This is an optimization exercise on Yosys and OpenROAD, whose aim is small area, a short achievable clock period and few clock cycles per item, not a production implementation.
The RTL was checked by simulation tests, not by an equivalence proof against the original design.
Power is estimated from default activity; no workload was simulated.

== oak ==
Design simple_modular_adder, start of the top module:
module simple_modular_adder(a,b,clk,rst,out,done);
input [255:0] a,b;
input clk,rst;
output [255:0] out;
output done;
wire [254:6] hs;
wire [62:0] bg, bp, pg, pp;
wire [5:0] l0, l1;
wire c0, c1;
ma_low u_low(.a(a[4:0]), .b(b[4:0]), .x5(a[5] ^ b[5]), .l0(l0), .l1(l1), .c0(c0), .c1(c1));
ma_blk4 u_a0(.a(a[9:6]), .b(b[9:6]), .al(a[5]), .bl(b[5]), .hs(hs[9:6]), .bg(bg[0]), .bp(bp[0]));
ma_blk4 u_a1(.a(a[13:10]), .b(b[13:10]), .al(a[9]), .bl(b[9]), .hs(hs[13:10]), .bg(bg[1]), .bp(bp[1]));
ma_blk4 u_a2(.a(a[17:14]), .b(b[17:14]), .al(a[13]), .bl(b[13]), .hs(hs[17:14]), .bg(bg[2]), .bp(bp[2]));
ma_blk4 u_a3(.a(a[21:18]), .b(b[21:18]), .al(a[17]), .bl(b[17]), .hs(hs[21:18]), .bg(bg[3]), .bp(bp[3]));
ma_blk4 u_a4(.a(a[25:22]), .b(b[25:22]), .al(a[21]), .bl(b[21]), .hs(hs[25:22]), .bg(bg[4]), .bp(bp[4]));
ma_blk4 u_a5(.a(a[29:26]), .b(b[29:26]), .al(a[25]), .bl(b[25]), .hs(hs[29:26]), .bg(bg[5]), .bp(bp[5]));
ma_blk4 u_a6(.a(a[33:30]), .b(b[33:30]), .al(a[29]), .bl(b[29]), .hs(hs[33:30]), .bg(bg[6]), .bp(bp[6]));
ma_blk4 u_a7(.a(a[37:34]), .b(b[37:34]), .al(a[33]), .bl(b[33]), .hs(hs[37:34]), .bg(bg[7]), .bp(bp[7]));
ma_blk4 u_a8(.a(a[41:38]), .b(b[41:38]), .al(a[37]), .bl(b[37]), .hs(hs[41:38]), .bg(bg[8]), .bp(bp[8]));
ma_blk4 u_a9(.a(a[45:42]), .b(b[45:42]), .al(a[41]), .bl(b[41]), .hs(hs[45:42]), .bg(bg[9]), .bp(bp[9]));
ma_blk4 u_a10(.a(a[49:46]), .b(b[49:46]), .al(a[45]), .bl(b[45]), .hs(hs[49:46]), .bg(bg[10]), .bp(bp[10]));
ma_blk4 u_a11(.a(a[53:50]), .b(b[53:50]), .al(a[49]), .bl(b[49]), .hs(hs[53:50]), .bg(bg[11]), .bp(bp[11]));
ma_blk4 u_a12(.a(a[57:54]), .b(b[57:54]), .al(a[53]), .bl(b[53]), .hs(hs[57:54]), .bg(bg[12]), .bp(bp[12]));
ma_blk4 u_a13(.a(a[61:58]), .b(b[61:58]), .al(a[57]), .bl(b[57]), .hs(hs[61:58]), .bg(bg[13]), .bp(bp[13]));
  ...
Size in the first run: about 2000 cells after synthesis, ~0.026 mm2 of cells after synthesis.
export LEC_CHECK = 0
export CAP_MARGIN = 20
export CORE_MARGIN = 2
export CORE_UTILIZATION = 65
export SETUP_SLACK_MARGIN = 2.0
export SLEW_MARGIN = 20
export SYNTH_HIERARCHICAL = 1
create_clock -name core_clock -period 5.0 [get_ports {clk}]
standard.sh (not shown) runs the stock make flow with config.mk's settings and CLKGATE_MAP_FILE= SYNTH_SCRIPT=/design/flow/synth_recipe.tcl, a recipe that flattens the netlist after the stock synthesis.
==> flow/flow/run.sh <==
#!/bin/bash
# Layout flow: the standard ORFS flow (standard.sh, run on a config that includes
# the standard flow's config.mk) with two changes:
#  - the port buffers are the smallest plain buffer, sky130_fd_sc_hd__buf_1, instead of
#    the delay cell buffer_ports picks by default;
#  - (adder cells are mapped as in the standard flow)
#  - slow cells with long PMOS stacks (3- and 4-input OR/NOR and some complex gates) are
#    added to the don't-use list.
# Registers are untouched: they come from the standard synthesis.
set -euo pipefail
here=$(pwd)
cat > own.mk <<EOM
include $here/config.mk
export BUFFER_PORTS_ARGS = -buffer_cell sky130_fd_sc_hd__buf_1
export DONT_USE_CELLS = sky130_fd_sc_hd__nor3_1 sky130_fd_sc_hd__nor3_2 sky130_fd_sc_hd__nor3_4 sky130_fd_sc_hd__nor3b_1 sky130_fd_sc_hd__nor3b_2 sky130_fd_sc_hd__nor3b_4 sky130_fd_sc_hd__nor4_1 sky130_fd_sc_hd__nor4_2 sky130_fd_sc_hd__nor4_4 sky130_fd_sc_hd__nor4b_1 sky130_fd_sc_hd__nor4b_2 sky130_fd_sc_hd__nor4b_4 sky130_fd_sc_hd__nor4bb_1 sky130_fd_sc_hd__nor4bb_2 sky130_fd_sc_hd__nor4bb_4 sky130_fd_sc_hd__or3_1 sky130_fd_sc_hd__or3_2 sky130_fd_sc_hd__or3_4 sky130_fd_sc_hd__or3b_1 sky130_fd_sc_hd__or3b_2 sky130_fd_sc_hd__or3b_4 sky130_fd_sc_hd__or4_1 sky130_fd_sc_hd__or4_2 sky130_fd_sc_hd__or4_4 sky130_fd_sc_hd__or4b_1 sky130_fd_sc_hd__or4b_2 sky130_fd_sc_hd__or4b_4 sky130_fd_sc_hd__or4bb_1 sky130_fd_sc_hd__or4bb_2 sky130_fd_sc_hd__or4bb_4  sky130_fd_sc_hd__a2111o_1 sky130_fd_sc_hd__a2111o_2 sky130_fd_sc_hd__a2111o_4 sky130_fd_sc_hd__a2111oi_0 sky130_fd_sc_hd__a2111oi_1 sky130_fd_sc_hd__a2111oi_2 sky130_fd_sc_hd__a2111oi_4 sky130_fd_sc_hd__a222oi_1 sky130_fd_sc_hd__a2bb2o_1 sky130_fd_sc_hd__a2bb2o_2 sky130_fd_sc_hd__a2bb2o_4 sky130_fd_sc_hd__a2bb2oi_1 sky130_fd_sc_hd__a2bb2oi_2 sky130_fd_sc_hd__a2bb2oi_4 sky130_fd_sc_hd__a311o_1 sky130_fd_sc_hd__a311o_2 sky130_fd_sc_hd__a311o_4 sky130_fd_sc_hd__a311oi_1 sky130_fd_sc_hd__a311oi_2 sky130_fd_sc_hd__a311oi_4 sky130_fd_sc_hd__a32o_1 sky130_fd_sc_hd__a32o_2 sky130_fd_sc_hd__a32o_4 sky130_fd_sc_hd__a32oi_1 sky130_fd_sc_hd__a32oi_2 sky130_fd_sc_hd__a32oi_4 sky130_fd_sc_hd__a41o_1 sky130_fd_sc_hd__a41o_2 sky130_fd_sc_hd__a41o_4 sky130_fd_sc_hd__a41oi_1 sky130_fd_sc_hd__a41oi_2 sky130_fd_sc_hd__a41oi_4 sky130_fd_sc_hd__o2111a_1 sky130_fd_sc_hd__o2111a_2 sky130_fd_sc_hd__o2111a_4 sky130_fd_sc_hd__o2111ai_1 sky130_fd_sc_hd__o2111ai_2 sky130_fd_sc_hd__o2111ai_4 sky130_fd_sc_hd__o2bb2a_1 sky130_fd_sc_hd__o2bb2a_2 sky130_fd_sc_hd__o2bb2a_4 sky130_fd_sc_hd__o2bb2ai_1 sky130_fd_sc_hd__o2bb2ai_2 sky130_fd_sc_hd__o2bb2ai_4 sky130_fd_sc_hd__o311a_1 sky130_fd_sc_hd__o311a_2 sky130_fd_sc_hd__o311a_4 sky130_fd_sc_hd__o311ai_0 sky130_fd_sc_hd__o311ai_1 sky130_fd_sc_hd__o311ai_2 sky130_fd_sc_hd__o311ai_4 sky130_fd_sc_hd__o32a_1 sky130_fd_sc_hd__o32a_2 sky130_fd_sc_hd__o32a_4 sky130_fd_sc_hd__o32ai_1 sky130_fd_sc_hd__o32ai_2 sky130_fd_sc_hd__o32ai_4 sky130_fd_sc_hd__o41a_1 sky130_fd_sc_hd__o41a_2 sky130_fd_sc_hd__o41a_4 sky130_fd_sc_hd__o41ai_1 sky130_fd_sc_hd__o41ai_2 sky130_fd_sc_hd__o41ai_4 
EOM
sed "s#DESIGN_CONFIG=[^ ]*#DESIGN_CONFIG=$here/own.mk#" standard.sh > own.sh
bash own.sh > standard.log 2>&1
No final results exist for oak, since it was stopped by error PPL-0024 during 3_2_place_iop.
Testbench counts of oak, summed over its fixed seeds: cycles 1,024, items 512.
#### Input delta (pine over oak)
- swapping 2.0 for 2.3 in SETUP_SLACK_MARGIN
- swapping 65 for 40 in CORE_UTILIZATION
## What came out
pine ended with every stage complete and zero timing, DRC or antenna violations.
Diff pine..oak | mean post-synth cell area | unchanged
Reported for oak and pine, synthesized cell count turned out identical to the last digit.
pine: starting utilization of the core area lower than oak
pine -> oak: register bit count reported by yosys delta 0, exact match
Compared with oak, in pine share of flip-flops with an asynchronous set or reset after synthesis closely matched the old numbers; site row count increased by 27% relative to the old numbers; part of the Yosys area used for sequential elements closely matched the old numbers.
Modified inputs, birch compared to pine
- changing SETUP_SLACK_MARGIN from 2.3 to 2.45
- setting CTS_CLUSTER_DIAMETER to 60 for the first time
- setting CTS_CLUSTER_SIZE to 25 for the first time
- setting GPL_TIMING_DRIVEN to 0 for the first time
Findings:
NOTE: maximum frequency in birch exceeds that of pine
Compared with pine, birch shows a higher instance count after placement with tap cells included.
Top fanout value on the critical path (lower): birch
In birch, clock power share is lower than in pine.
Taking pine as the reference, in birch total chip power lost 7.0%, non-clock buffer contribution to total cell area higher, detailed route wirelength on metal2 moved up, proportion of power drawn by combinational gates now sits higher.
For maple, these inputs were changed with respect to birch:
- clearing GPL_TIMING_DRIVEN, which used to be 0
- clearing CTS_CLUSTER_SIZE, which used to be 25
- clearing SETUP_SLACK_MARGIN, which used to be 2.45
- clearing CTS_CLUSTER_DIAMETER, which used to be 60
Findings:
- Side by side, post-layout instance count excluding filler cells turned out lower in maple than in birch.
- As far as count of hold-fix buffers inserted at cts goes, maple and birch are indistinguishable; the numbers are identical.
- Comparing maple and birch, the lower minimum setup slack in the final design was measured on maple.
- [compare] base=birch new=maple: insertion delay of the later-clocked pin in the worst-skew pair essentially unchanged, first-iteration DRC count decreased 104.
- Power, maple and birch: lower on birch
- When maple is measured against birch, its critical path depth turns out 2 lower.
- Net switching component of the power ends up higher on birch.
- Looking only at clock network area share, and setting everything else aside, the higher value of maple and birch goes to maple.
- maple: full flow OK, the timing, design-rule and antenna checks passed
The inputs of cedar differ from those of maple as listed below.
- setting SETUP_SLACK_MARGIN to 2.45 for the first time
- setting CTS_CLUSTER_SIZE to 25 for the first time
- setting CTS_CLUSTER_DIAMETER to 60 for the first time
==> results.txt <==
Ratio of cells with drive above 1 in the final layout (cedar over maple): increase, 15 points. Compared with maple, in cedar non-filler instance count after layout level, power now smaller, clock skew up 0.015 ns, clock network latency to the later pin of the worst-skew pair essentially unchanged, fmax up 0.083 GHz.

==> afterwards: timing with drivers on the ports <==
The results above use ideal ports. As a check the final layouts listed here were re-extracted and re-timed, cells and wires unchanged. Step 1: set_driving_cell puts a clkbuf_16 on clk and a buf_2 on each other input, an assumption about the parent block. Step 2 times the ports against the registers' clock, not the clock port: input delays grow and output delays shrink by t, the midpoint of the rising clock arrivals with the driver on. Three values: no drivers, after step 1, after step 2; two values: the first two.
| run | t, ns | slack for setup (ns) | worst setup path after step 2 | clock arrival spread, ns | worst register clock-pin slew, ns |
|---|---|---|---|---|---|
| pine | 0.649 | 2.309 / 2.309 / 1.774 | input to register | 0.030 / 0.029 | 0.06 / 0.06 |
| birch | 0.644 | 2.340 / 2.340 / 1.786 | input to register | 0.030 / 0.030 | 0.09 / 0.09 |
| maple | 0.641 | 1.608 / 1.608 / 1.608 | register to register | 0.024 / 0.024 | 0.06 / 0.06 |
| cedar | 0.647 | 2.356 / 2.356 / 1.812 | input to register | 0.037 / 0.037 | 0.09 / 0.09 |
After both steps every run listed still meets setup and hold. The setup slack of birch, which loses most, moves by 0.000 ns with the drivers and by -0.554 ns with both steps.
